Context: an optimization exercise on an open-source flow, tuned for small area, a short achievable clock period and few clock cycles per item. The choices shown serve that exercise and are no tape-out recipe. The RTL of this run was laid out without a check of its function.

==> flow/design.v <==
module geofence (clk, reset, X, Y, valid, is_inside);
input clk;
input reset;
input [9:0] X;
input [9:0] Y;
output valid;
output is_inside;
reg  [3:0] cnt;       
reg  [9:0] px, py;
reg  [9:0] dmx, dmy, rmx, rmy, lmx, lmy;    
reg        dsx, dsy, rsx, rsy, lsx, lsy;    
reg        in_flag;
wire [10:0] ex = {1'b0, X} - {1'b0, px};
wire [10:0] ey = {1'b0, Y} - {1'b0, py};
wire        nx = ex[10], ny = ey[10];
wire [9:0]  ox, oy;
assign ox[0] = 1'b0;
assign oy[0] = 1'b0;
genvar j;
generate
    for (j = 1; j < 10; j = j + 1) begin : g_abs
        assign ox[j] = ox[j-1] | ex[j-1];
        assign oy[j] = oy[j-1] | ey[j-1];
    end
endgenerate
wire        zx = ~(ox[9] | ex[9]), zy = ~(oy[9] | ey[9]);    
always @(posedge clk) begin
    dmx <= ex[9:0] ^ ({10{nx}} & ox);
    dmy <= ey[9:0] ^ ({10{ny}} & oy);
    dsx <= nx | (zx & ny);
    dsy <= ny | (zy & ~nx);
end
wire tie = ~dsy;
wire npa, nql;
wire pa = ~npa, ql = ~nql;
cross_pos u_a (.usx(rsx), .umx(rmx), .usy(rsy), .umy(rmy),
               .wsx(dsx), .wmx(dmx), .wsy(dsy), .wmy(dmy), .tie(tie), .npos(npa));
cross_pos u_b (.usx(lsx), .umx(lmx), .usy(lsy), .umy(lmy),
               .wsx(dsx), .wmx(dmx), .wsy(dsy), .wmy(dmy), .tie(tie), .npos(nql));
wire pb = ~ql;        
always @(posedge clk or posedge reset) begin
    if (reset)            cnt <= 4'd0;
    else if (cnt[3])      cnt <= 4'd0;
    else                  cnt <= cnt + 4'd1;
end
wire first = (cnt == 4'd2);
always @(posedge clk) begin
    if (cnt == 4'd0) begin
        px <= X;
        py <= Y;
    end
    if (first || (!pa && pb)) begin
        rmx <= dmx; rsx <= dsx; rmy <= dmy; rsy <= dsy;
    end
    if (first || (pa && !pb)) begin
        lmx <= dmx; lsx <= dsx; lmy <= dmy; lsy <= dsy;
    end
    if (first)                          in_flag <= 1'b0;
    else if (!pa && !pb)               in_flag <= 1'b1;
end
assign valid = cnt[3];
assign is_inside = in_flag;
endmodule
module cross_pos (usx, umx, usy, umy, wsx, wmx, wsy, wmy, tie, npos);
input usx, usy, wsx, wsy, tie;
input [9:0] umx, umy, wmx, wmy;
output npos;            
wire sa = usx ^ wsy;    
wire sb = usy ^ wsx;    
wire t = tie ^ sa;      
wire nsa = ~sa;
wire k1;
wire k2;
wire k3;
wire k4;
wire k5;
wire k6;
wire k7;
wire k8;
wire k9;
wire k10;
wire k11;
wire k12;
wire k13;
wire k14;
wire k15;
wire k16;
wire k17;
wire k18;
wire k19;
wire k20;
wire k21;
wire k22;
wire k23;
wire k24;
wire k25;
wire k26;
wire k27;
wire k28;
wire k29;
wire k30;
wire k31;
wire k32;
wire k33;
wire k34;
wire k35;
wire k36;
wire k37;
wire k38;
wire k39;
wire k40;
wire k41;
wire k42;
wire k43;
wire k44;
wire k45;
wire k46;
wire k47;
wire k48;
wire k49;
wire k50;
wire k51;
wire k52;
wire k53;
wire k54;
wire k55;
wire k56;
wire k57;
wire k58;
wire k59;
wire k60;
wire k61;
wire k62;
wire k63;
wire k64;
wire k65;
wire k66;
wire k67;
wire k68;
wire k69;
wire k70;
wire k71;
wire k72;
wire k73;
wire k74;
wire k75;
wire k76;
wire k77;
wire k78;
wire k79;
wire k80;
wire k81;
wire k82;
wire k83;
wire k84;
wire k85;
wire k86;
wire k87;
wire k88;
wire k89;
wire k90;
wire k91;
wire k92;
wire k93;
wire k94;
wire k95;
wire k96;
wire k97;
wire k98;
wire k99;
wire k100;
wire k101;
wire k102;
wire k103;
wire k104;
wire k105;
wire k106;
wire k107;
wire k108;
wire k109;
wire k110;
wire k111;
wire k112;
wire k113;
wire k114;
wire k115;
wire k116;
wire k117;
wire k118;
wire k119;
wire k120;
wire k121;
wire k122;
wire k123;
wire k124;
wire k125;
wire k126;
wire k127;
wire k128;
wire k129;
wire k130;
wire k131;
wire k132;
wire k133;
wire k134;
wire k135;
wire k136;
wire k137;
wire k138;
wire k139;
wire k140;
wire k141;
wire k142;
wire k143;
wire k144;
wire k145;
wire k146;
wire k147;
wire k148;
wire k149;
wire k150;
wire k151;
wire k152;
wire k153;
wire k154;
wire k155;
wire k156;
wire k157;
wire k158;
wire k159;
wire k160;
wire k161;
wire k162;
wire k163;
wire k164;
wire k165;
wire k166;
wire k167;
wire k168;
wire k169;
wire k170;
wire k171;
wire k172;
wire k173;
wire k174;
wire k175;
wire k176;
wire k177;
wire k178;
wire k179;
wire k180;
wire k181;
wire k182;
wire k183;
wire k184;
wire k185;
wire k186;
wire k187;
wire k188;
wire k189;
wire k190;
wire k191;
wire k192;
wire k193;
wire k194;
wire k195;
wire k196;
wire k197;
wire k198;
wire k199;
wire k200;
wire k201;
wire k202;
wire k203;
wire k204;
wire k205;
wire k206;
wire k207;
wire k208;
wire k209;
wire k210;
wire k211;
wire k212;
wire k213;
wire k214;
wire k215;
wire k216;
wire k217;
wire k218;
wire k219;
wire k220;
wire k221;
wire k222;
wire k223;
wire k224;
wire k225;
wire k226;
wire k227;
wire s228;
wire c229;
wire s230;
wire c231;
wire k232;
wire k233;
wire s234;
wire c235;
wire s236;
wire c237;
wire s238;
wire c239;
wire s240;
wire c241;
wire s242;
wire c243;
wire s244;
wire c245;
wire s246;
wire c247;
wire s248;
wire c249;
wire s250;
wire c251;
wire s252;
wire c253;
wire s254;
wire c255;
wire s256;
wire c257;
wire s258;
wire c259;
wire s260;
wire c261;
wire s262;
wire c263;
wire s264;
wire c265;
wire s266;
wire c267;
wire s268;
wire c269;
wire s270;
wire c271;
wire s272;
wire c273;
wire s274;
wire c275;
wire s276;
wire c277;
wire s278;
wire c279;
wire s280;
wire c281;
wire s282;
wire c283;
wire k284;
wire k285;
wire k286;
wire k287;
wire s288;
wire c289;
wire s290;
wire c291;
wire s292;
wire c293;
wire s294;
wire c295;
wire s296;
wire c297;
wire s298;
wire c299;
wire s300;
wire c301;
wire s302;
wire c303;
wire s304;
wire c305;
wire s306;
wire c307;
wire s308;
wire c309;
wire s310;
wire c311;
wire s312;
wire c313;
wire s314;
wire c315;
wire s316;
wire c317;
wire s318;
wire c319;
wire s320;
wire c321;
wire s322;
wire c323;
wire s324;
wire c325;
wire s326;
wire c327;
wire s328;
wire c329;
wire s330;
wire c331;
wire s332;
wire c333;
wire s334;
wire c335;
wire s336;
wire c337;
wire s338;
wire c339;
wire s340;
wire c341;
wire s342;
wire c343;
wire s344;
wire c345;
wire s346;
wire c347;
wire s348;
wire c349;
wire s350;
wire c351;
wire s352;
wire c353;
wire s354;
wire c355;
wire s356;
wire c357;
wire s358;
wire c359;
wire s360;
wire c361;
wire s362;
wire c363;
wire k364;
wire k365;
wire k366;
wire s367;
wire c368;
wire s369;
wire c370;
wire s371;
wire c372;
wire s373;
wire c374;
wire s375;
wire c376;
wire s377;
wire c378;
wire s379;
wire c380;
wire s381;
wire c382;
wire s383;
wire c384;
wire s385;
wire c386;
wire s387;
wire c388;
wire s389;
wire c390;
wire s391;
wire c392;
wire s393;
wire c394;
wire s395;
wire c396;
wire s397;
wire c398;
wire s399;
wire c400;
wire s401;
wire c402;
wire s403;
wire c404;
wire s405;
wire c406;
wire s407;
wire c408;
wire s409;
wire c410;
wire s411;
wire c412;
wire s413;
wire c414;
wire s415;
wire c416;
wire s417;
wire c418;
wire s419;
wire c420;
wire s421;
wire c422;
wire s423;
wire c424;
wire s425;
wire c426;
wire s427;
wire c428;
wire s429;
wire c430;
wire s431;
wire c432;
wire s433;
wire c434;
wire s435;
wire c436;
wire s437;
wire c438;
wire s439;
wire c440;
wire s441;
wire c442;
wire s443;
wire c444;
wire k445;
wire s446;
wire c447;
wire s448;
wire c449;
wire s450;
wire c451;
wire s452;
wire c453;
wire s454;
wire c455;
wire s456;
wire c457;
wire s458;
wire c459;
wire s460;
wire c461;
wire s462;
wire c463;
wire s464;
wire c465;
wire s466;
wire c467;
wire s468;
wire c469;
wire s470;
wire c471;
wire s472;
wire c473;
wire s474;
wire c475;
wire s476;
wire c477;
wire s478;
wire c479;
wire s480;
wire c481;
wire s482;
wire c483;
wire s484;
wire c485;
wire s486;
wire c487;
wire s488;
wire c489;
wire s490;
wire c491;
wire s492;
wire c493;
wire s494;
wire c495;
wire s496;
wire c497;
wire s498;
wire c499;
wire s500;
wire c501;
wire s502;
wire c503;
wire s504;
wire c505;
wire s506;
wire c507;
wire s508;
wire c509;
wire s510;
wire c511;
wire s512;
wire c513;
wire s514;
wire c515;
wire s516;
wire c517;
wire s518;
wire c519;
wire s520;
wire c521;
wire s522;
wire c523;
wire s524;
wire c525;
wire s526;
wire c527;
wire s528;
wire c529;
wire s530;
wire c531;
wire s532;
wire c533;
wire s534;
wire c535;
wire s536;
wire c537;
wire s538;
wire c539;
wire s540;
wire c541;
wire s542;
wire c543;
wire s544;
wire c545;
wire s546;
wire c547;
wire s548;
wire c549;
wire s550;
wire c551;
wire s552;
wire c553;
wire s554;
wire c555;
wire s556;
wire c557;
wire s558;
wire c559;
wire s560;
wire c561;
wire s562;
wire c563;
wire s564;
wire c565;
wire s566;
wire c567;
wire s568;
wire c569;
wire s570;
wire c571;
wire s572;
wire c573;
wire s574;
wire c575;
wire s576;
wire c577;
wire s578;
wire c579;
wire s580;
wire c581;
wire s582;
wire c583;
wire k584;
wire k585;
wire k586;
wire k587;
wire k588;
wire k589;
wire k590;
wire k591;
wire k592;
wire k593;
wire k594;
wire k595;
wire k596;
wire k597;
wire k598;
wire k599;
wire k600;
wire k601;
wire k602;
wire k603;
wire k604;
wire k605;
wire k606;
wire k607;
wire k608;
wire k609;
wire k610;
wire k611;
wire k612;
wire k613;
wire k614;
wire k615;
wire k616;
wire k617;
wire k618;
wire k619;
wire k620;
wire k621;
wire k622;
wire k623;
wire k624;
wire k625;
wire k626;
wire k627;
wire k628;
wire k629;
wire k630;
wire k631;
wire k632;
wire k633;
wire k634;
wire k635;
wire k636;
wire k637;
wire k638;
wire k639;
wire k640;
wire k641;
wire k642;
wire k643;
wire k644;
wire k645;
wire k646;
wire k647;
wire k648;
wire k649;
wire k650;
wire k651;
wire k652;
wire k653;
wire k654;
wire k655;
wire k656;
wire k657;
wire k658;
wire k659;
inv_cell uk1 (.a(umx[0]), .y(k1));
inv_cell uk2 (.a(umx[1]), .y(k2));
inv_cell uk3 (.a(umx[2]), .y(k3));
inv_cell uk4 (.a(umx[3]), .y(k4));
inv_cell uk5 (.a(umx[4]), .y(k5));
inv_cell uk6 (.a(umx[5]), .y(k6));
inv_cell uk7 (.a(umx[6]), .y(k7));
inv_cell uk8 (.a(umx[7]), .y(k8));
inv_cell uk9 (.a(umx[8]), .y(k9));
inv_cell uk10 (.a(umx[9]), .y(k10));
inv_cell uk11 (.a(wmy[0]), .y(k11));
inv_cell uk12 (.a(wmy[1]), .y(k12));
inv_cell uk13 (.a(wmy[2]), .y(k13));
inv_cell uk14 (.a(wmy[3]), .y(k14));
inv_cell uk15 (.a(wmy[4]), .y(k15));
inv_cell uk16 (.a(wmy[5]), .y(k16));
inv_cell uk17 (.a(wmy[6]), .y(k17));
inv_cell uk18 (.a(wmy[7]), .y(k18));
inv_cell uk19 (.a(wmy[8]), .y(k19));
inv_cell uk20 (.a(wmy[9]), .y(k20));
nor2_cell uk21 (.a(k1), .b(k11), .y(k21));
nand2_cell uk22 (.a(umy[0]), .b(wmx[0]), .y(k22));
nor2_cell uk23 (.a(k1), .b(k12), .y(k23));
nand2_cell uk24 (.a(umy[0]), .b(wmx[1]), .y(k24));
nor2_cell uk25 (.a(k1), .b(k13), .y(k25));
nand2_cell uk26 (.a(umy[0]), .b(wmx[2]), .y(k26));
nor2_cell uk27 (.a(k1), .b(k14), .y(k27));
nand2_cell uk28 (.a(umy[0]), .b(wmx[3]), .y(k28));
nor2_cell uk29 (.a(k1), .b(k15), .y(k29));
nand2_cell uk30 (.a(umy[0]), .b(wmx[4]), .y(k30));
nor2_cell uk31 (.a(k1), .b(k16), .y(k31));
nand2_cell uk32 (.a(umy[0]), .b(wmx[5]), .y(k32));
nor2_cell uk33 (.a(k1), .b(k17), .y(k33));
nand2_cell uk34 (.a(umy[0]), .b(wmx[6]), .y(k34));
nor2_cell uk35 (.a(k1), .b(k18), .y(k35));
nand2_cell uk36 (.a(umy[0]), .b(wmx[7]), .y(k36));
nor2_cell uk37 (.a(k1), .b(k19), .y(k37));
nand2_cell uk38 (.a(umy[0]), .b(wmx[8]), .y(k38));
nor2_cell uk39 (.a(k1), .b(k20), .y(k39));
nand2_cell uk40 (.a(umy[0]), .b(wmx[9]), .y(k40));
nor2_cell uk41 (.a(k2), .b(k11), .y(k41));
nand2_cell uk42 (.a(umy[1]), .b(wmx[0]), .y(k42));
nor2_cell uk43 (.a(k2), .b(k12), .y(k43));
nand2_cell uk44 (.a(umy[1]), .b(wmx[1]), .y(k44));
nor2_cell uk45 (.a(k2), .b(k13), .y(k45));
nand2_cell uk46 (.a(umy[1]), .b(wmx[2]), .y(k46));
nor2_cell uk47 (.a(k2), .b(k14), .y(k47));
nand2_cell uk48 (.a(umy[1]), .b(wmx[3]), .y(k48));
nor2_cell uk49 (.a(k2), .b(k15), .y(k49));
nand2_cell uk50 (.a(umy[1]), .b(wmx[4]), .y(k50));
nor2_cell uk51 (.a(k2), .b(k16), .y(k51));
nand2_cell uk52 (.a(umy[1]), .b(wmx[5]), .y(k52));
nor2_cell uk53 (.a(k2), .b(k17), .y(k53));
nand2_cell uk54 (.a(umy[1]), .b(wmx[6]), .y(k54));
nor2_cell uk55 (.a(k2), .b(k18), .y(k55));
nand2_cell uk56 (.a(umy[1]), .b(wmx[7]), .y(k56));
nor2_cell uk57 (.a(k2), .b(k19), .y(k57));
nand2_cell uk58 (.a(umy[1]), .b(wmx[8]), .y(k58));
nor2_cell uk59 (.a(k2), .b(k20), .y(k59));
nand2_cell uk60 (.a(umy[1]), .b(wmx[9]), .y(k60));
nor2_cell uk61 (.a(k3), .b(k11), .y(k61));
nand2_cell uk62 (.a(umy[2]), .b(wmx[0]), .y(k62));
nor2_cell uk63 (.a(k3), .b(k12), .y(k63));
nand2_cell uk64 (.a(umy[2]), .b(wmx[1]), .y(k64));
nor2_cell uk65 (.a(k3), .b(k13), .y(k65));
nand2_cell uk66 (.a(umy[2]), .b(wmx[2]), .y(k66));
nor2_cell uk67 (.a(k3), .b(k14), .y(k67));
nand2_cell uk68 (.a(umy[2]), .b(wmx[3]), .y(k68));
nor2_cell uk69 (.a(k3), .b(k15), .y(k69));
nand2_cell uk70 (.a(umy[2]), .b(wmx[4]), .y(k70));
nor2_cell uk71 (.a(k3), .b(k16), .y(k71));
nand2_cell uk72 (.a(umy[2]), .b(wmx[5]), .y(k72));
nor2_cell uk73 (.a(k3), .b(k17), .y(k73));
nand2_cell uk74 (.a(umy[2]), .b(wmx[6]), .y(k74));
nor2_cell uk75 (.a(k3), .b(k18), .y(k75));
nand2_cell uk76 (.a(umy[2]), .b(wmx[7]), .y(k76));
nor2_cell uk77 (.a(k3), .b(k19), .y(k77));
nand2_cell uk78 (.a(umy[2]), .b(wmx[8]), .y(k78));
nor2_cell uk79 (.a(k3), .b(k20), .y(k79));
nand2_cell uk80 (.a(umy[2]), .b(wmx[9]), .y(k80));
nor2_cell uk81 (.a(k4), .b(k11), .y(k81));
nand2_cell uk82 (.a(umy[3]), .b(wmx[0]), .y(k82));
nor2_cell uk83 (.a(k4), .b(k12), .y(k83));
nand2_cell uk84 (.a(umy[3]), .b(wmx[1]), .y(k84));
nor2_cell uk85 (.a(k4), .b(k13), .y(k85));
nand2_cell uk86 (.a(umy[3]), .b(wmx[2]), .y(k86));
nor2_cell uk87 (.a(k4), .b(k14), .y(k87));
nand2_cell uk88 (.a(umy[3]), .b(wmx[3]), .y(k88));
nor2_cell uk89 (.a(k4), .b(k15), .y(k89));
nand2_cell uk90 (.a(umy[3]), .b(wmx[4]), .y(k90));
nor2_cell uk91 (.a(k4), .b(k16), .y(k91));
nand2_cell uk92 (.a(umy[3]), .b(wmx[5]), .y(k92));
nor2_cell uk93 (.a(k4), .b(k17), .y(k93));
nand2_cell uk94 (.a(umy[3]), .b(wmx[6]), .y(k94));
nor2_cell uk95 (.a(k4), .b(k18), .y(k95));
nand2_cell uk96 (.a(umy[3]), .b(wmx[7]), .y(k96));
nor2_cell uk97 (.a(k4), .b(k19), .y(k97));
nand2_cell uk98 (.a(umy[3]), .b(wmx[8]), .y(k98));
nor2_cell uk99 (.a(k4), .b(k20), .y(k99));
nand2_cell uk100 (.a(umy[3]), .b(wmx[9]), .y(k100));
nor2_cell uk101 (.a(k5), .b(k11), .y(k101));
nand2_cell uk102 (.a(umy[4]), .b(wmx[0]), .y(k102));
nor2_cell uk103 (.a(k5), .b(k12), .y(k103));
nand2_cell uk104 (.a(umy[4]), .b(wmx[1]), .y(k104));
nor2_cell uk105 (.a(k5), .b(k13), .y(k105));
nand2_cell uk106 (.a(umy[4]), .b(wmx[2]), .y(k106));
nor2_cell uk107 (.a(k5), .b(k14), .y(k107));
nand2_cell uk108 (.a(umy[4]), .b(wmx[3]), .y(k108));
nor2_cell uk109 (.a(k5), .b(k15), .y(k109));
nand2_cell uk110 (.a(umy[4]), .b(wmx[4]), .y(k110));
nor2_cell uk111 (.a(k5), .b(k16), .y(k111));
nand2_cell uk112 (.a(umy[4]), .b(wmx[5]), .y(k112));
nor2_cell uk113 (.a(k5), .b(k17), .y(k113));
nand2_cell uk114 (.a(umy[4]), .b(wmx[6]), .y(k114));
nor2_cell uk115 (.a(k5), .b(k18), .y(k115));
nand2_cell uk116 (.a(umy[4]), .b(wmx[7]), .y(k116));
nor2_cell uk117 (.a(k5), .b(k19), .y(k117));
nand2_cell uk118 (.a(umy[4]), .b(wmx[8]), .y(k118));
nor2_cell uk119 (.a(k5), .b(k20), .y(k119));
nand2_cell uk120 (.a(umy[4]), .b(wmx[9]), .y(k120));
nor2_cell uk121 (.a(k6), .b(k11), .y(k121));
nand2_cell uk122 (.a(umy[5]), .b(wmx[0]), .y(k122));
nor2_cell uk123 (.a(k6), .b(k12), .y(k123));
nand2_cell uk124 (.a(umy[5]), .b(wmx[1]), .y(k124));
nor2_cell uk125 (.a(k6), .b(k13), .y(k125));
nand2_cell uk126 (.a(umy[5]), .b(wmx[2]), .y(k126));
nor2_cell uk127 (.a(k6), .b(k14), .y(k127));
nand2_cell uk128 (.a(umy[5]), .b(wmx[3]), .y(k128));
nor2_cell uk129 (.a(k6), .b(k15), .y(k129));
nand2_cell uk130 (.a(umy[5]), .b(wmx[4]), .y(k130));
nor2_cell uk131 (.a(k6), .b(k16), .y(k131));
nand2_cell uk132 (.a(umy[5]), .b(wmx[5]), .y(k132));
nor2_cell uk133 (.a(k6), .b(k17), .y(k133));
nand2_cell uk134 (.a(umy[5]), .b(wmx[6]), .y(k134));
nor2_cell uk135 (.a(k6), .b(k18), .y(k135));
nand2_cell uk136 (.a(umy[5]), .b(wmx[7]), .y(k136));
nor2_cell uk137 (.a(k6), .b(k19), .y(k137));
nand2_cell uk138 (.a(umy[5]), .b(wmx[8]), .y(k138));
nor2_cell uk139 (.a(k6), .b(k20), .y(k139));
nand2_cell uk140 (.a(umy[5]), .b(wmx[9]), .y(k140));
nor2_cell uk141 (.a(k7), .b(k11), .y(k141));
nand2_cell uk142 (.a(umy[6]), .b(wmx[0]), .y(k142));
nor2_cell uk143 (.a(k7), .b(k12), .y(k143));
nand2_cell uk144 (.a(umy[6]), .b(wmx[1]), .y(k144));
nor2_cell uk145 (.a(k7), .b(k13), .y(k145));
nand2_cell uk146 (.a(umy[6]), .b(wmx[2]), .y(k146));
nor2_cell uk147 (.a(k7), .b(k14), .y(k147));
nand2_cell uk148 (.a(umy[6]), .b(wmx[3]), .y(k148));
nor2_cell uk149 (.a(k7), .b(k15), .y(k149));
nand2_cell uk150 (.a(umy[6]), .b(wmx[4]), .y(k150));
nor2_cell uk151 (.a(k7), .b(k16), .y(k151));
nand2_cell uk152 (.a(umy[6]), .b(wmx[5]), .y(k152));
nor2_cell uk153 (.a(k7), .b(k17), .y(k153));
nand2_cell uk154 (.a(umy[6]), .b(wmx[6]), .y(k154));
nor2_cell uk155 (.a(k7), .b(k18), .y(k155));
nand2_cell uk156 (.a(umy[6]), .b(wmx[7]), .y(k156));
nor2_cell uk157 (.a(k7), .b(k19), .y(k157));
nand2_cell uk158 (.a(umy[6]), .b(wmx[8]), .y(k158));
nor2_cell uk159 (.a(k7), .b(k20), .y(k159));
nand2_cell uk160 (.a(umy[6]), .b(wmx[9]), .y(k160));
nor2_cell uk161 (.a(k8), .b(k11), .y(k161));
nand2_cell uk162 (.a(umy[7]), .b(wmx[0]), .y(k162));
nor2_cell uk163 (.a(k8), .b(k12), .y(k163));
nand2_cell uk164 (.a(umy[7]), .b(wmx[1]), .y(k164));
nor2_cell uk165 (.a(k8), .b(k13), .y(k165));
nand2_cell uk166 (.a(umy[7]), .b(wmx[2]), .y(k166));
nor2_cell uk167 (.a(k8), .b(k14), .y(k167));
nand2_cell uk168 (.a(umy[7]), .b(wmx[3]), .y(k168));
nor2_cell uk169 (.a(k8), .b(k15), .y(k169));
nand2_cell uk170 (.a(umy[7]), .b(wmx[4]), .y(k170));
nor2_cell uk171 (.a(k8), .b(k16), .y(k171));
nand2_cell uk172 (.a(umy[7]), .b(wmx[5]), .y(k172));
nor2_cell uk173 (.a(k8), .b(k17), .y(k173));
nand2_cell uk174 (.a(umy[7]), .b(wmx[6]), .y(k174));
nor2_cell uk175 (.a(k8), .b(k18), .y(k175));
nand2_cell uk176 (.a(umy[7]), .b(wmx[7]), .y(k176));
nor2_cell uk177 (.a(k8), .b(k19), .y(k177));
nand2_cell uk178 (.a(umy[7]), .b(wmx[8]), .y(k178));
nor2_cell uk179 (.a(k8), .b(k20), .y(k179));
nand2_cell uk180 (.a(umy[7]), .b(wmx[9]), .y(k180));
nor2_cell uk181 (.a(k9), .b(k11), .y(k181));
nand2_cell uk182 (.a(umy[8]), .b(wmx[0]), .y(k182));
nor2_cell uk183 (.a(k9), .b(k12), .y(k183));
nand2_cell uk184 (.a(umy[8]), .b(wmx[1]), .y(k184));
nor2_cell uk185 (.a(k9), .b(k13), .y(k185));
nand2_cell uk186 (.a(umy[8]), .b(wmx[2]), .y(k186));
nor2_cell uk187 (.a(k9), .b(k14), .y(k187));
nand2_cell uk188 (.a(umy[8]), .b(wmx[3]), .y(k188));
nor2_cell uk189 (.a(k9), .b(k15), .y(k189));
nand2_cell uk190 (.a(umy[8]), .b(wmx[4]), .y(k190));
nor2_cell uk191 (.a(k9), .b(k16), .y(k191));
nand2_cell uk192 (.a(umy[8]), .b(wmx[5]), .y(k192));
nor2_cell uk193 (.a(k9), .b(k17), .y(k193));
nand2_cell uk194 (.a(umy[8]), .b(wmx[6]), .y(k194));
nor2_cell uk195 (.a(k9), .b(k18), .y(k195));
nand2_cell uk196 (.a(umy[8]), .b(wmx[7]), .y(k196));
nor2_cell uk197 (.a(k9), .b(k19), .y(k197));
nand2_cell uk198 (.a(umy[8]), .b(wmx[8]), .y(k198));
nor2_cell uk199 (.a(k9), .b(k20), .y(k199));
nand2_cell uk200 (.a(umy[8]), .b(wmx[9]), .y(k200));
nor2_cell uk201 (.a(k10), .b(k11), .y(k201));
nand2_cell uk202 (.a(umy[9]), .b(wmx[0]), .y(k202));
nor2_cell uk203 (.a(k10), .b(k12), .y(k203));
nand2_cell uk204 (.a(umy[9]), .b(wmx[1]), .y(k204));
nor2_cell uk205 (.a(k10), .b(k13), .y(k205));
nand2_cell uk206 (.a(umy[9]), .b(wmx[2]), .y(k206));
nor2_cell uk207 (.a(k10), .b(k14), .y(k207));
nand2_cell uk208 (.a(umy[9]), .b(wmx[3]), .y(k208));
nor2_cell uk209 (.a(k10), .b(k15), .y(k209));
nand2_cell uk210 (.a(umy[9]), .b(wmx[4]), .y(k210));
nor2_cell uk211 (.a(k10), .b(k16), .y(k211));
nand2_cell uk212 (.a(umy[9]), .b(wmx[5]), .y(k212));
nor2_cell uk213 (.a(k10), .b(k17), .y(k213));
nand2_cell uk214 (.a(umy[9]), .b(wmx[6]), .y(k214));
nor2_cell uk215 (.a(k10), .b(k18), .y(k215));
nand2_cell uk216 (.a(umy[9]), .b(wmx[7]), .y(k216));
nor2_cell uk217 (.a(k10), .b(k19), .y(k217));
nand2_cell uk218 (.a(umy[9]), .b(wmx[8]), .y(k218));
nor2_cell uk219 (.a(k10), .b(k20), .y(k219));
nand2_cell uk220 (.a(umy[9]), .b(wmx[9]), .y(k220));
xnor2_cell uk221 (.a(k112), .b(k130), .y(k221));
or2_cell uk222 (.a(k112), .b(k130), .y(k222));
inv_cell uk223 (.a(k114), .y(k223));
xnor2_cell uk224 (.a(k106), .b(k124), .y(k224));
or2_cell uk225 (.a(k106), .b(k124), .y(k225));
xnor2_cell uk226 (.a(k108), .b(k126), .y(k226));
or2_cell uk227 (.a(k108), .b(k126), .y(k227));
fa_cell us228 (.a(k144), .b(k162), .c(k36), .s(s228), .co(c229));
assign s230 = k54 ^ k72;
assign c231 = k54 & k72;
xnor2_cell uk232 (.a(k110), .b(k128), .y(k232));
or2_cell uk233 (.a(k110), .b(k128), .y(k233));
fa_cell us234 (.a(k146), .b(k164), .c(k182), .s(s234), .co(c235));
fa_cell us236 (.a(k38), .b(k56), .c(k74), .s(s236), .co(c237));
fa_cell us238 (.a(k92), .b(k109), .c(k127), .s(s238), .co(c239));
assign s240 = k145 ^ k163;
assign c241 = k145 & k163;
fa_cell us242 (.a(k148), .b(k166), .c(k184), .s(s242), .co(c243));
fa_cell us244 (.a(k202), .b(k40), .c(k58), .s(s244), .co(c245));
fa_cell us246 (.a(k76), .b(k94), .c(k111), .s(s246), .co(c247));
fa_cell us248 (.a(k129), .b(k147), .c(k165), .s(s248), .co(c249));
fa_cell us250 (.a(k183), .b(k201), .c(k39), .s(s250), .co(c251));
assign s252 = k57 ^ k75;
assign c253 = k57 & k75;
fa_cell us254 (.a(k132), .b(k150), .c(k168), .s(s254), .co(c255));
fa_cell us256 (.a(k186), .b(k204), .c(k60), .s(s256), .co(c257));
fa_cell us258 (.a(k78), .b(k96), .c(k113), .s(s258), .co(c259));
fa_cell us260 (.a(k131), .b(k149), .c(k167), .s(s260), .co(c261));
fa_cell us262 (.a(k185), .b(k203), .c(k59), .s(s262), .co(c263));
fa_cell us264 (.a(k77), .b(k95), .c(k222), .s(s264), .co(c265));
fa_cell us266 (.a(k116), .b(k134), .c(k152), .s(s266), .co(c267));
fa_cell us268 (.a(k170), .b(k188), .c(k206), .s(s268), .co(c269));
fa_cell us270 (.a(k80), .b(k98), .c(k115), .s(s270), .co(c271));
fa_cell us272 (.a(k133), .b(k151), .c(k169), .s(s272), .co(c273));
fa_cell us274 (.a(k187), .b(k205), .c(k79), .s(s274), .co(c275));
fa_cell us276 (.a(k100), .b(k118), .c(k136), .s(s276), .co(c277));
fa_cell us278 (.a(k154), .b(k172), .c(k190), .s(s278), .co(c279));
fa_cell us280 (.a(k208), .b(k117), .c(k135), .s(s280), .co(c281));
fa_cell us282 (.a(k120), .b(k138), .c(k156), .s(s282), .co(c283));
xnor2_cell uk284 (.a(k102), .b(k30), .y(k284));
or2_cell uk285 (.a(k102), .b(k30), .y(k285));
xnor2_cell uk286 (.a(k104), .b(k122), .y(k286));
or2_cell uk287 (.a(k104), .b(k122), .y(k287));
fa_cell us288 (.a(k32), .b(k50), .c(k68), .s(s288), .co(c289));
assign s290 = k86 ^ k103;
assign c291 = k86 & k103;
fa_cell us292 (.a(k142), .b(k34), .c(k52), .s(s292), .co(c293));
fa_cell us294 (.a(k70), .b(k88), .c(k105), .s(s294), .co(c295));
fa_cell us296 (.a(k123), .b(k141), .c(k33), .s(s296), .co(c297));
assign s298 = k51 ^ k69;
assign c299 = k51 & k69;
fa_cell us300 (.a(k90), .b(k107), .c(k125), .s(s300), .co(c301));
fa_cell us302 (.a(k143), .b(k161), .c(k35), .s(s302), .co(c303));
fa_cell us304 (.a(k53), .b(k71), .c(k89), .s(s304), .co(c305));
fa_cell us306 (.a(k225), .b(k226), .c(s230), .s(s306), .co(c307));
fa_cell us308 (.a(k181), .b(k37), .c(k55), .s(s308), .co(c309));
fa_cell us310 (.a(k73), .b(k91), .c(k227), .s(s310), .co(c311));
fa_cell us312 (.a(c231), .b(k232), .c(c229), .s(s312), .co(c313));
fa_cell us314 (.a(s240), .b(s234), .c(s236), .s(s314), .co(c315));
fa_cell us316 (.a(k93), .b(k233), .c(k221), .s(s316), .co(c317));
fa_cell us318 (.a(c241), .b(c235), .c(c237), .s(s318), .co(c319));
fa_cell us320 (.a(s252), .b(s242), .c(s244), .s(s320), .co(c321));
fa_cell us322 (.a(c239), .b(s246), .c(s248), .s(s322), .co(c323));
fa_cell us324 (.a(k223), .b(c253), .c(c243), .s(s324), .co(c325));
fa_cell us326 (.a(c245), .b(s254), .c(s256), .s(s326), .co(c327));
fa_cell us328 (.a(c247), .b(c249), .c(c251), .s(s328), .co(c329));
fa_cell us330 (.a(s258), .b(s260), .c(s262), .s(s330), .co(c331));
fa_cell us332 (.a(k97), .b(k114), .c(c255), .s(s332), .co(c333));
fa_cell us334 (.a(c257), .b(s266), .c(s268), .s(s334), .co(c335));
fa_cell us336 (.a(c259), .b(c261), .c(c263), .s(s336), .co(c337));
fa_cell us338 (.a(c265), .b(s270), .c(s272), .s(s338), .co(c339));
fa_cell us340 (.a(k153), .b(k171), .c(k189), .s(s340), .co(c341));
fa_cell us342 (.a(k207), .b(k99), .c(c267), .s(s342), .co(c343));
fa_cell us344 (.a(c269), .b(s276), .c(s278), .s(s344), .co(c345));
fa_cell us346 (.a(c271), .b(c273), .c(c275), .s(s346), .co(c347));
fa_cell us348 (.a(k174), .b(k192), .c(k210), .s(s348), .co(c349));
fa_cell us350 (.a(k119), .b(k137), .c(k155), .s(s350), .co(c351));
fa_cell us352 (.a(k173), .b(k191), .c(k209), .s(s352), .co(c353));
fa_cell us354 (.a(c277), .b(c279), .c(s282), .s(s354), .co(c355));
fa_cell us356 (.a(k140), .b(k158), .c(k176), .s(s356), .co(c357));
fa_cell us358 (.a(k194), .b(k212), .c(k139), .s(s358), .co(c359));
fa_cell us360 (.a(k157), .b(k175), .c(k193), .s(s360), .co(c361));
fa_cell us362 (.a(k160), .b(k178), .c(k196), .s(s362), .co(c363));
inv_cell uk364 (.a(k26), .y(k364));
xnor2_cell uk365 (.a(k28), .b(k46), .y(k365));
or2_cell uk366 (.a(k28), .b(k46), .y(k366));
fa_cell us367 (.a(k64), .b(k82), .c(k27), .s(s367), .co(c368));
fa_cell us369 (.a(k48), .b(k66), .c(k84), .s(s369), .co(c370));
fa_cell us371 (.a(k101), .b(k29), .c(k47), .s(s371), .co(c372));
assign s373 = k65 ^ k83;
assign c374 = k65 & k83;
fa_cell us375 (.a(k121), .b(k31), .c(k49), .s(s375), .co(c376));
fa_cell us377 (.a(k67), .b(k85), .c(k285), .s(s377), .co(c378));
fa_cell us379 (.a(k286), .b(s290), .c(s288), .s(s379), .co(c380));
fa_cell us381 (.a(k87), .b(k287), .c(k224), .s(s381), .co(c382));
fa_cell us383 (.a(c291), .b(c289), .c(s298), .s(s383), .co(c384));
fa_cell us385 (.a(s292), .b(s294), .c(s296), .s(s385), .co(c386));
fa_cell us387 (.a(c299), .b(c293), .c(s228), .s(s387), .co(c388));
fa_cell us389 (.a(c295), .b(c297), .c(s300), .s(s389), .co(c390));
fa_cell us391 (.a(s302), .b(s304), .c(s306), .s(s391), .co(c392));
fa_cell us393 (.a(c301), .b(c303), .c(c305), .s(s393), .co(c394));
fa_cell us395 (.a(s238), .b(s308), .c(s310), .s(s395), .co(c396));
fa_cell us397 (.a(c307), .b(s312), .c(s314), .s(s397), .co(c398));
fa_cell us399 (.a(c309), .b(c311), .c(s250), .s(s399), .co(c400));
fa_cell us401 (.a(s316), .b(c313), .c(c315), .s(s401), .co(c402));
fa_cell us403 (.a(s318), .b(s320), .c(s322), .s(s403), .co(c404));
fa_cell us405 (.a(c317), .b(s264), .c(c319), .s(s405), .co(c406));
fa_cell us407 (.a(c321), .b(s324), .c(s326), .s(s407), .co(c408));
fa_cell us409 (.a(c323), .b(s328), .c(s330), .s(s409), .co(c410));
fa_cell us411 (.a(s274), .b(c325), .c(c327), .s(s411), .co(c412));
fa_cell us413 (.a(s332), .b(s334), .c(c329), .s(s413), .co(c414));
fa_cell us415 (.a(c331), .b(s336), .c(s338), .s(s415), .co(c416));
fa_cell us417 (.a(s280), .b(s340), .c(c333), .s(s417), .co(c418));
fa_cell us419 (.a(c335), .b(s342), .c(s344), .s(s419), .co(c420));
fa_cell us421 (.a(c337), .b(c339), .c(s346), .s(s421), .co(c422));
fa_cell us423 (.a(s348), .b(c281), .c(c341), .s(s423), .co(c424));
fa_cell us425 (.a(s350), .b(s352), .c(c343), .s(s425), .co(c426));
fa_cell us427 (.a(c345), .b(s354), .c(c347), .s(s427), .co(c428));
fa_cell us429 (.a(k211), .b(c283), .c(c349), .s(s429), .co(c430));
fa_cell us431 (.a(s356), .b(c351), .c(c353), .s(s431), .co(c432));
fa_cell us433 (.a(s358), .b(s360), .c(c355), .s(s433), .co(c434));
fa_cell us435 (.a(k214), .b(k159), .c(k177), .s(s435), .co(c436));
fa_cell us437 (.a(k195), .b(k213), .c(c357), .s(s437), .co(c438));
fa_cell us439 (.a(s362), .b(c359), .c(c361), .s(s439), .co(c440));
fa_cell us441 (.a(k180), .b(k198), .c(k216), .s(s441), .co(c442));
fa_cell us443 (.a(k179), .b(k197), .c(k215), .s(s443), .co(c444));
inv_cell uk445 (.a(k24), .y(k445));
fa_cell us446 (.a(k44), .b(k62), .c(k25), .s(s446), .co(c447));
assign s448 = k43 ^ k61;
assign c449 = k43 & k61;
fa_cell us450 (.a(k45), .b(k63), .c(k81), .s(s450), .co(c451));
fa_cell us452 (.a(k26), .b(k365), .c(s367), .s(s452), .co(c453));
fa_cell us454 (.a(k366), .b(k284), .c(s373), .s(s454), .co(c455));
fa_cell us456 (.a(s369), .b(c368), .c(s371), .s(s456), .co(c457));
fa_cell us458 (.a(c374), .b(c370), .c(c372), .s(s458), .co(c459));
fa_cell us460 (.a(s375), .b(s377), .c(s379), .s(s460), .co(c461));
fa_cell us462 (.a(c376), .b(c378), .c(s381), .s(s462), .co(c463));
fa_cell us464 (.a(c380), .b(s383), .c(s385), .s(s464), .co(c465));
fa_cell us466 (.a(c382), .b(c384), .c(s387), .s(s466), .co(c467));
fa_cell us468 (.a(c386), .b(s389), .c(s391), .s(s468), .co(c469));
fa_cell us470 (.a(c388), .b(c390), .c(s393), .s(s470), .co(c471));
fa_cell us472 (.a(s395), .b(c392), .c(s397), .s(s472), .co(c473));
fa_cell us474 (.a(c394), .b(c396), .c(s399), .s(s474), .co(c475));
fa_cell us476 (.a(c398), .b(s401), .c(s403), .s(s476), .co(c477));
fa_cell us478 (.a(c400), .b(c402), .c(s405), .s(s478), .co(c479));
fa_cell us480 (.a(s407), .b(c404), .c(s409), .s(s480), .co(c481));
fa_cell us482 (.a(c406), .b(c408), .c(s411), .s(s482), .co(c483));
fa_cell us484 (.a(s413), .b(c410), .c(s415), .s(s484), .co(c485));
fa_cell us486 (.a(c412), .b(s417), .c(c414), .s(s486), .co(c487));
fa_cell us488 (.a(s419), .b(c416), .c(s421), .s(s488), .co(c489));
fa_cell us490 (.a(s423), .b(c418), .c(s425), .s(s490), .co(c491));
fa_cell us492 (.a(c420), .b(s427), .c(c422), .s(s492), .co(c493));
fa_cell us494 (.a(s429), .b(c424), .c(s431), .s(s494), .co(c495));
fa_cell us496 (.a(c426), .b(s433), .c(c428), .s(s496), .co(c497));
fa_cell us498 (.a(s435), .b(c430), .c(s437), .s(s498), .co(c499));
fa_cell us500 (.a(c432), .b(s439), .c(c434), .s(s500), .co(c501));
fa_cell us502 (.a(c363), .b(s441), .c(c436), .s(s502), .co(c503));
fa_cell us504 (.a(s443), .b(c438), .c(c440), .s(s504), .co(c505));
fa_cell us506 (.a(k200), .b(k218), .c(k199), .s(s506), .co(c507));
fa_cell us508 (.a(k217), .b(c442), .c(c444), .s(s508), .co(c509));
assign s510 = k42 ^ k23;
assign c511 = k42 & k23;
fa_cell us512 (.a(k24), .b(k364), .c(s448), .s(s512), .co(c513));
fa_cell us514 (.a(c449), .b(c447), .c(s450), .s(s514), .co(c515));
fa_cell us516 (.a(c451), .b(s454), .c(c453), .s(s516), .co(c517));
fa_cell us518 (.a(c455), .b(c457), .c(s458), .s(s518), .co(c519));
fa_cell us520 (.a(c459), .b(s462), .c(c461), .s(s520), .co(c521));
fa_cell us522 (.a(c463), .b(s466), .c(c465), .s(s522), .co(c523));
fa_cell us524 (.a(c467), .b(s470), .c(c469), .s(s524), .co(c525));
fa_cell us526 (.a(c471), .b(s474), .c(c473), .s(s526), .co(c527));
fa_cell us528 (.a(c475), .b(s478), .c(c477), .s(s528), .co(c529));
fa_cell us530 (.a(c479), .b(s482), .c(c481), .s(s530), .co(c531));
fa_cell us532 (.a(c483), .b(s486), .c(c485), .s(s532), .co(c533));
fa_cell us534 (.a(s490), .b(c487), .c(c489), .s(s534), .co(c535));
fa_cell us536 (.a(s494), .b(c491), .c(s496), .s(s536), .co(c537));
fa_cell us538 (.a(s498), .b(c495), .c(s500), .s(s538), .co(c539));
fa_cell us540 (.a(s502), .b(c499), .c(s504), .s(s540), .co(c541));
fa_cell us542 (.a(s506), .b(c503), .c(s508), .s(s542), .co(c543));
fa_cell us544 (.a(k220), .b(k219), .c(c507), .s(s544), .co(c545));
assign s546 = t ^ k22;
assign c547 = t & k22;
fa_cell us548 (.a(k41), .b(k445), .c(s510), .s(s548), .co(c549));
fa_cell us550 (.a(c511), .b(s446), .c(s512), .s(s550), .co(c551));
fa_cell us552 (.a(c513), .b(s452), .c(s514), .s(s552), .co(c553));
fa_cell us554 (.a(c515), .b(s456), .c(s516), .s(s554), .co(c555));
fa_cell us556 (.a(s460), .b(c517), .c(s518), .s(s556), .co(c557));
fa_cell us558 (.a(c519), .b(s464), .c(s520), .s(s558), .co(c559));
fa_cell us560 (.a(s468), .b(c521), .c(s522), .s(s560), .co(c561));
fa_cell us562 (.a(s472), .b(c523), .c(s524), .s(s562), .co(c563));
fa_cell us564 (.a(s476), .b(c525), .c(s526), .s(s564), .co(c565));
fa_cell us566 (.a(s480), .b(c527), .c(s528), .s(s566), .co(c567));
fa_cell us568 (.a(s484), .b(c529), .c(s530), .s(s568), .co(c569));
fa_cell us570 (.a(s488), .b(c531), .c(s532), .s(s570), .co(c571));
fa_cell us572 (.a(s492), .b(c533), .c(s534), .s(s572), .co(c573));
fa_cell us574 (.a(c493), .b(s536), .c(c535), .s(s574), .co(c575));
fa_cell us576 (.a(c497), .b(s538), .c(c537), .s(s576), .co(c577));
fa_cell us578 (.a(c501), .b(s540), .c(c539), .s(s578), .co(c579));
fa_cell us580 (.a(c505), .b(s542), .c(c541), .s(s580), .co(c581));
fa_cell us582 (.a(c509), .b(s544), .c(c543), .s(s582), .co(c583));
nand2_cell uk584 (.a(s546), .b(k21), .y(k584));
nand2_cell uk585 (.a(c547), .b(s548), .y(k585));
nor2_cell uk586 (.a(c547), .b(s548), .y(k586));
nand2_cell uk587 (.a(c549), .b(s550), .y(k587));
nor2_cell uk588 (.a(c549), .b(s550), .y(k588));
nand2_cell uk589 (.a(c551), .b(s552), .y(k589));
nor2_cell uk590 (.a(c551), .b(s552), .y(k590));
nand2_cell uk591 (.a(c553), .b(s554), .y(k591));
nor2_cell uk592 (.a(c553), .b(s554), .y(k592));
nand2_cell uk593 (.a(c555), .b(s556), .y(k593));
nor2_cell uk594 (.a(c555), .b(s556), .y(k594));
nand2_cell uk595 (.a(c557), .b(s558), .y(k595));
nor2_cell uk596 (.a(c557), .b(s558), .y(k596));
nand2_cell uk597 (.a(c559), .b(s560), .y(k597));
nor2_cell uk598 (.a(c559), .b(s560), .y(k598));
nand2_cell uk599 (.a(c561), .b(s562), .y(k599));
nor2_cell uk600 (.a(c561), .b(s562), .y(k600));
nand2_cell uk601 (.a(c563), .b(s564), .y(k601));
nor2_cell uk602 (.a(c563), .b(s564), .y(k602));
nand2_cell uk603 (.a(c565), .b(s566), .y(k603));
nor2_cell uk604 (.a(c565), .b(s566), .y(k604));
nand2_cell uk605 (.a(c567), .b(s568), .y(k605));
nor2_cell uk606 (.a(c567), .b(s568), .y(k606));
nand2_cell uk607 (.a(c569), .b(s570), .y(k607));
nor2_cell uk608 (.a(c569), .b(s570), .y(k608));
nand2_cell uk609 (.a(c571), .b(s572), .y(k609));
nor2_cell uk610 (.a(c571), .b(s572), .y(k610));
nand2_cell uk611 (.a(c573), .b(s574), .y(k611));
nor2_cell uk612 (.a(c573), .b(s574), .y(k612));
nand2_cell uk613 (.a(c575), .b(s576), .y(k613));
nor2_cell uk614 (.a(c575), .b(s576), .y(k614));
nand2_cell uk615 (.a(c577), .b(s578), .y(k615));
nor2_cell uk616 (.a(c577), .b(s578), .y(k616));
nand2_cell uk617 (.a(c579), .b(s580), .y(k617));
nor2_cell uk618 (.a(c579), .b(s580), .y(k618));
nand2_cell uk619 (.a(c581), .b(s582), .y(k619));
nor2_cell uk620 (.a(c581), .b(s582), .y(k620));
nand2_cell uk621 (.a(c583), .b(c545), .y(k621));
nor2_cell uk622 (.a(c583), .b(c545), .y(k622));
oai21_cell uk623 (.a1(k622), .a2(k619), .b1(k621), .y(k623));
nor2_cell uk624 (.a(k622), .b(k620), .y(k624));
oai21_cell uk625 (.a1(k618), .a2(k615), .b1(k617), .y(k625));
nor2_cell uk626 (.a(k618), .b(k616), .y(k626));
oai21_cell uk627 (.a1(k614), .a2(k611), .b1(k613), .y(k627));
nor2_cell uk628 (.a(k614), .b(k612), .y(k628));
oai21_cell uk629 (.a1(k610), .a2(k607), .b1(k609), .y(k629));
nor2_cell uk630 (.a(k610), .b(k608), .y(k630));
oai21_cell uk631 (.a1(k606), .a2(k603), .b1(k605), .y(k631));
nor2_cell uk632 (.a(k606), .b(k604), .y(k632));
oai21_cell uk633 (.a1(k602), .a2(k599), .b1(k601), .y(k633));
nor2_cell uk634 (.a(k602), .b(k600), .y(k634));
oai21_cell uk635 (.a1(k598), .a2(k595), .b1(k597), .y(k635));
nor2_cell uk636 (.a(k598), .b(k596), .y(k636));
oai21_cell uk637 (.a1(k594), .a2(k591), .b1(k593), .y(k637));
nor2_cell uk638 (.a(k594), .b(k592), .y(k638));
oai21_cell uk639 (.a1(k590), .a2(k587), .b1(k589), .y(k639));
nor2_cell uk640 (.a(k590), .b(k588), .y(k640));
oai21_cell uk641 (.a1(k586), .a2(k584), .b1(k585), .y(k641));
aoi21_cell uk642 (.a1(k624), .a2(k625), .b1(k623), .y(k642));
nand2_cell uk643 (.a(k624), .b(k626), .y(k643));
aoi21_cell uk644 (.a1(k628), .a2(k629), .b1(k627), .y(k644));
nand2_cell uk645 (.a(k628), .b(k630), .y(k645));
aoi21_cell uk646 (.a1(k632), .a2(k633), .b1(k631), .y(k646));
nand2_cell uk647 (.a(k632), .b(k634), .y(k647));
aoi21_cell uk648 (.a1(k636), .a2(k637), .b1(k635), .y(k648));
nand2_cell uk649 (.a(k636), .b(k638), .y(k649));
aoi21_cell uk650 (.a1(k640), .a2(k641), .b1(k639), .y(k650));
oai21_cell uk651 (.a1(k643), .a2(k644), .b1(k642), .y(k651));
nor2_cell uk652 (.a(k643), .b(k645), .y(k652));
oai21_cell uk653 (.a1(k647), .a2(k648), .b1(k646), .y(k653));
nor2_cell uk654 (.a(k647), .b(k649), .y(k654));
inv_cell uk655 (.a(k650), .y(k655));
aoi21_cell uk656 (.a1(k652), .a2(k653), .b1(k651), .y(k656));
nand2_cell uk657 (.a(k652), .b(k654), .y(k657));
inv_cell uk658 (.a(k655), .y(k658));
oai21_cell uk659 (.a1(k657), .a2(k658), .b1(k656), .y(k659));
mux2i_cell u_sel (.s(k659), .a1(nsa), .a0(sb), .y(npos));
endmodule
module xnor2_cell (a, b, y);
input a, b;
output y;
assign y = ~(a ^ b);
endmodule
module or2_cell (a, b, y);
input a, b;
output y;
assign y = a | b;
endmodule
module nand2_cell (a, b, y);
input a, b;
output y;
assign y = ~(a & b);
endmodule
module nor2_cell (a, b, y);
input a, b;
output y;
assign y = ~(a | b);
endmodule
module inv_cell (a, y);
input a;
output y;
assign y = ~a;
endmodule
module aoi21_cell (a1, a2, b1, y);
input a1, a2, b1;
output y;
assign y = ~((a1 & a2) | b1);
endmodule
module oai21_cell (a1, a2, b1, y);
input a1, a2, b1;
output y;
assign y = ~((a1 | a2) & b1);
endmodule
module mux2i_cell (s, a1, a0, y);
input s, a1, a0;
output y;
assign y = ~(s ? a1 : a0);
endmodule
module fa_cell (a, b, c, s, co);
input a, b, c;
output s, co;
assign s = a ^ b ^ c;
assign co = (a & b) | (a & c) | (b & c);
endmodule
==> flow/flow/run.sh <==
#!/bin/bash
set -euo pipefail
bash standard.sh SETUP_SLACK_MARGIN=6.25 finish > standard.log 2>&1
==> flow/standard.sh <==
#!/bin/bash
# synth_recipe.tcl (not shown) runs the flow's synth.tcl, then flattens the netlist and writes it again
# the make line also repeats each setting of config.mk as NAME=value (left out here)
make -C /OpenROAD-flow-scripts/flow DESIGN_CONFIG=/design/flow/config.mk WORK_HOME=/design/flow/orfs CLKGATE_MAP_FILE= SYNTH_SCRIPT=/design/flow/synth_recipe.tcl "${@:-finish}"
==> flow/config.mk <==
export PLATFORM = sky130hd
export DESIGN_NAME = geofence
export DESIGN_NICKNAME = geofence
export VERILOG_FILES = /design/flow/design.v
export SDC_FILE = /design/flow/constraint.sdc
export NUM_CORES = 4
export LEC_CHECK = 0
export ABC_CLOCK_PERIOD_IN_PS = 4000
export CAP_MARGIN = 20
export CORE_MARGIN = 2
export CORE_UTILIZATION = 40
export SLEW_MARGIN = 20
export SYNTH_HIERARCHICAL = 1
==> flow/constraint.sdc <==
create_clock -name core_clock -period 12.0 [get_ports {clk}]
set_input_delay 2.4000 -clock core_clock [delete_from_list [all_inputs] [get_ports {clk}]]
set_output_delay 2.4000 -clock core_clock [all_outputs]
set_load 0.01 [all_outputs]
==> results.json <==
{
  "status": "no timing/DRC/antenna violations",
  "layout.nets": 1778,
  "relSlewSlack": 0.1570,
  "max_stage_delay_ns": 0.59,
  "drv_slew": 0,
  "core_region_area_sq_um": 33280,
  "row_count": 67,
  "setup_slack_ns": 6.392,
  "vias": 9542,
  "diodes": 0,
  "clock_latency_ns": 0.34,
  "rsz0062_at_grt": "no",
  "port_buffers": 23,
  "overflow": 0,
  "synthDistinctLibCells": 57,
  "syn_to_final_growth_pct": 13.60,
  "crit_arrival_ns": 5.71,
  "gp_congestion": 0.8417,
  "min_path_type": "register to register",
  "cap_violations": 0,
  "synth-main-ff-cell": "edfxtp_1",
  "final_cell_mix": "330 x fa_1, 277 x nor2_1, 271 x nand2_1",
  "path_max_fanout": 22,
  "fillers": 3148,
  "track_usage": 0.1953,
  "critical_path.cell_chain": "nand2_1 > fa_1 > fa_1 > fa_1 > fa_1 > fa_1 > fa_1 > nor2_1 > nor2_1 > nand2_1 > nor2_1 > nand2_1 > o21ai_2 > mux2i_4 > buf_4 > o21bai_4 > buf_12",
  "cts_tree": "done",
  "num_io_pins": 24,
  "cts_made_buffers": 9,
  "synth_area_per_cell_sq_um": 10.48,
  "die_h_um": 187.4,
  "fin_skew_ns": 0.006144,
  "die_w_um": 187.4,
  "worstMarginPinSlew_ns": 1.262,
  "cts_max_path_buffers": 2,
  "fmax_mhz": 178.3,
  "crit_path_start_kind": "register",
  "regArea_sq_um": 2520,
  "hold_viol": 0,
  "cp_common_cell": "fa_1",
  "fin_crit_sh": 0.4674,
  "min_period_ns": 5.608,
  "yosysWarnings": 7,
  "first_iter_violations": 616,
  "ys_ff_latch": 91,
  "hpwlAfterDp_um": 24910,
  "criticalPathCategory": "register to register",
  "h-tree-depth": 3,
  "synth_edf_count": 64,
  "drive_above_1_share": 0.1065,
  "yosysSeqAreaShare": 0.1846,
  "wl_um": 33000,
  "cp_slowest_cell": "fa_1",
  "grt_pass1_vias": 10358,
  "initial_utilization": 0.4042,
  "multi_input_area_sq_um": 10760,
  "routedWlPerCell_um": 17.95,
  "clkSinkCount": 91,
  "hold_buffers": 0,
  "cp-end-kind": "register",
  "die_area_sq_um": 35110,
  "layout_commonest_cell": "fa_1",
  "syn-cell-area_sq_um": 13450,
  "antenna_found_initial": 0,
  "grt_pass1_wl_um": 53900,
  "fin_setup_tns_ns": 0,
  "clockRootBuffer": "clkbuf_16",
  "drtAntennaViolNets": 0,
  "viasPerCell": 5.192,
  "cts.reportedPaths.clkPinSlew_ns": 0.07,
  "place_ws_ns": 5.370,
  "synth_nets": 1676,
  "setup_violations": 0,
  "whs_ns": 0.4560,
  "dr.pass1.iters": 5,
  "synthCells": 1283,
  "drc": 0,
  "worstPathRequired_ns": 12.10,
  "synthArstFlopShare": 0.04396,
  "grt_max_degree": 23
}
-- layout make-up --
cell class | instances | area share
clock buffer | 9 | 0.01474
clock inverter | 7 | 0.004749
inverter | 80 | 0.02407
multi-input combinational | 1113 | 0.7039
sequential | 91 | 0.1649
tap | 448 | 0.03669
timing repair buffer | 90 | 0.05093
-- logic make-up after synthesis --
group           synth area share
buf+inv                  0.02270
flops                     0.1846
simple gates              0.1740
xor+xnor                 0.03609
compound gates           0.04949
mux                     0.003907
fa+ha+maj                 0.5293
-- sequential cells by signal (all words and copies together) (netlist names), 4 cells and up --
signal and cells:
dmx 10, dmy 10, lmx 10, lmy 10, px 10, py 10
rmx 10, rmy 10, cnt 4
-- layer usage --
layer / GRT usage / vias up / share of wire
met2: 0.3321 / 321 / 0.50
met3: 0.02589 / 40 / 0.053
met4: 0.04876 / 0 / 0.016
met1: 0.2666 / 4918 / 0.43
li1: - / 4263 / -
met5: 0 / - / 0
-- cell usage after synthesis (5+ instances only) --
cell	n	area [sq um]
nor2_1	278	1044
inv_1	80	300.3
edfxtp_1	64	1922
a21oi_1	15	75.07
nor3_1	5	25.02
a21oi_2	12	105.1
xnor2_1	36	315.3
nor2b_1	5	31.28
or2_1	16	100.1
xor2_1	9	78.83
o21ai_1	28	140.1
dfxtp_1	23	460.4
fa_1	330	6606
nand2_1	271	1017
ha_1	41	513.0
-- worst max-delay path, delay by kind of cell, from the launching register on --
| family | cells | cell delay (ns) |
|---|---|---|
| compound gates | 2 | 0.32 |
| mux | 1 | 0.38 |
| flops | 1 | 0.55 |
| simple gates | 6 | 0.78 |
| buf+inv | 2 | 0.33 |
| fa+ha+maj | 6 | 3.00 |
-- repair_timing --
item | 4_1_cts | 5_1_grt
pin swaps | 1 | 2
endpoints found under the setup margin | 45 | 44
buffers inserted | 6 | 58
cloned | 2 | 0
resized for setup | 25 | 29
hold endpoints to repair | 0 | 0
-- modules after synthesis (local to each module, per instance) --
module      flip-flops and latches  times used  area [sq um]
aoi21_cell                       0          12         8.758
cross_pos                        0           2         153.9
fa_cell                          0         328         20.02
geofence                        91           1          4009
inv_cell                         0          50         3.754
mux2i_cell                       0           2         10.01
nand2_cell                       0         250         3.754
nor2_cell                        0         260         3.754
oai21_cell                       0          26         5.005
or2_cell                         0          14         6.256
xnor2_cell                       0          14         8.758
-- path summary, 6_finish.rpt --
path / start / end / slack, ns / cells past startpoint
setup / recovery: dmx[5] / lmx[7] / 6.39 / 17
hold / removal: cnt[0] / cnt[0] / 0.46 / 1
setup reg to reg: dmx[5] / lmx[7] / 6.39 / 17
hold reg to reg: cnt[0] / cnt[0] / 0.46 / 1
max in group asynchronous: reset / cnt[2] / 9.62 / 2
min in group asynchronous: reset / cnt[0] / 2.23 / 2
-- metrics by stage --
step | util | instances | instance area [sq um]
floorplan | - | 1283 | 13450
global placement | 0.4287 | 1756 | 14270
detailed placement | 0.4287 | 1756 | 14270
CTS | 0.4420 | 1780 | 14710
global route | 0.4591 | 1838 | 15280
finish | 0.4591 | 1838 | 15280

## re-timing with driven ports
How much do the figures lean on ideal ports? The routed layout below was timed once more, with nothing changed but the port constraints.
Step 1, drivers: a clkbuf_16 drives clk and a buf_2 each remaining input, both assumed.
Step 2, shift: input delay + t, output delay - t, t = (earliest + latest rising clock arrival at the registers) / 2. This alone moves slack from input paths to output paths.
Three values: ideal ports, drivers, drivers and shift; two values: the first two.
t (ns): 0.372
setup WS [ns]: 6.392 / 6.392 / 6.392
latest minus earliest clock arrival (ns): 0.006 / 0.007
After both steps this run still meets setup and hold. The setup slack of this run moves by 0.000 ns with the drivers and by 0.000 ns with both steps.
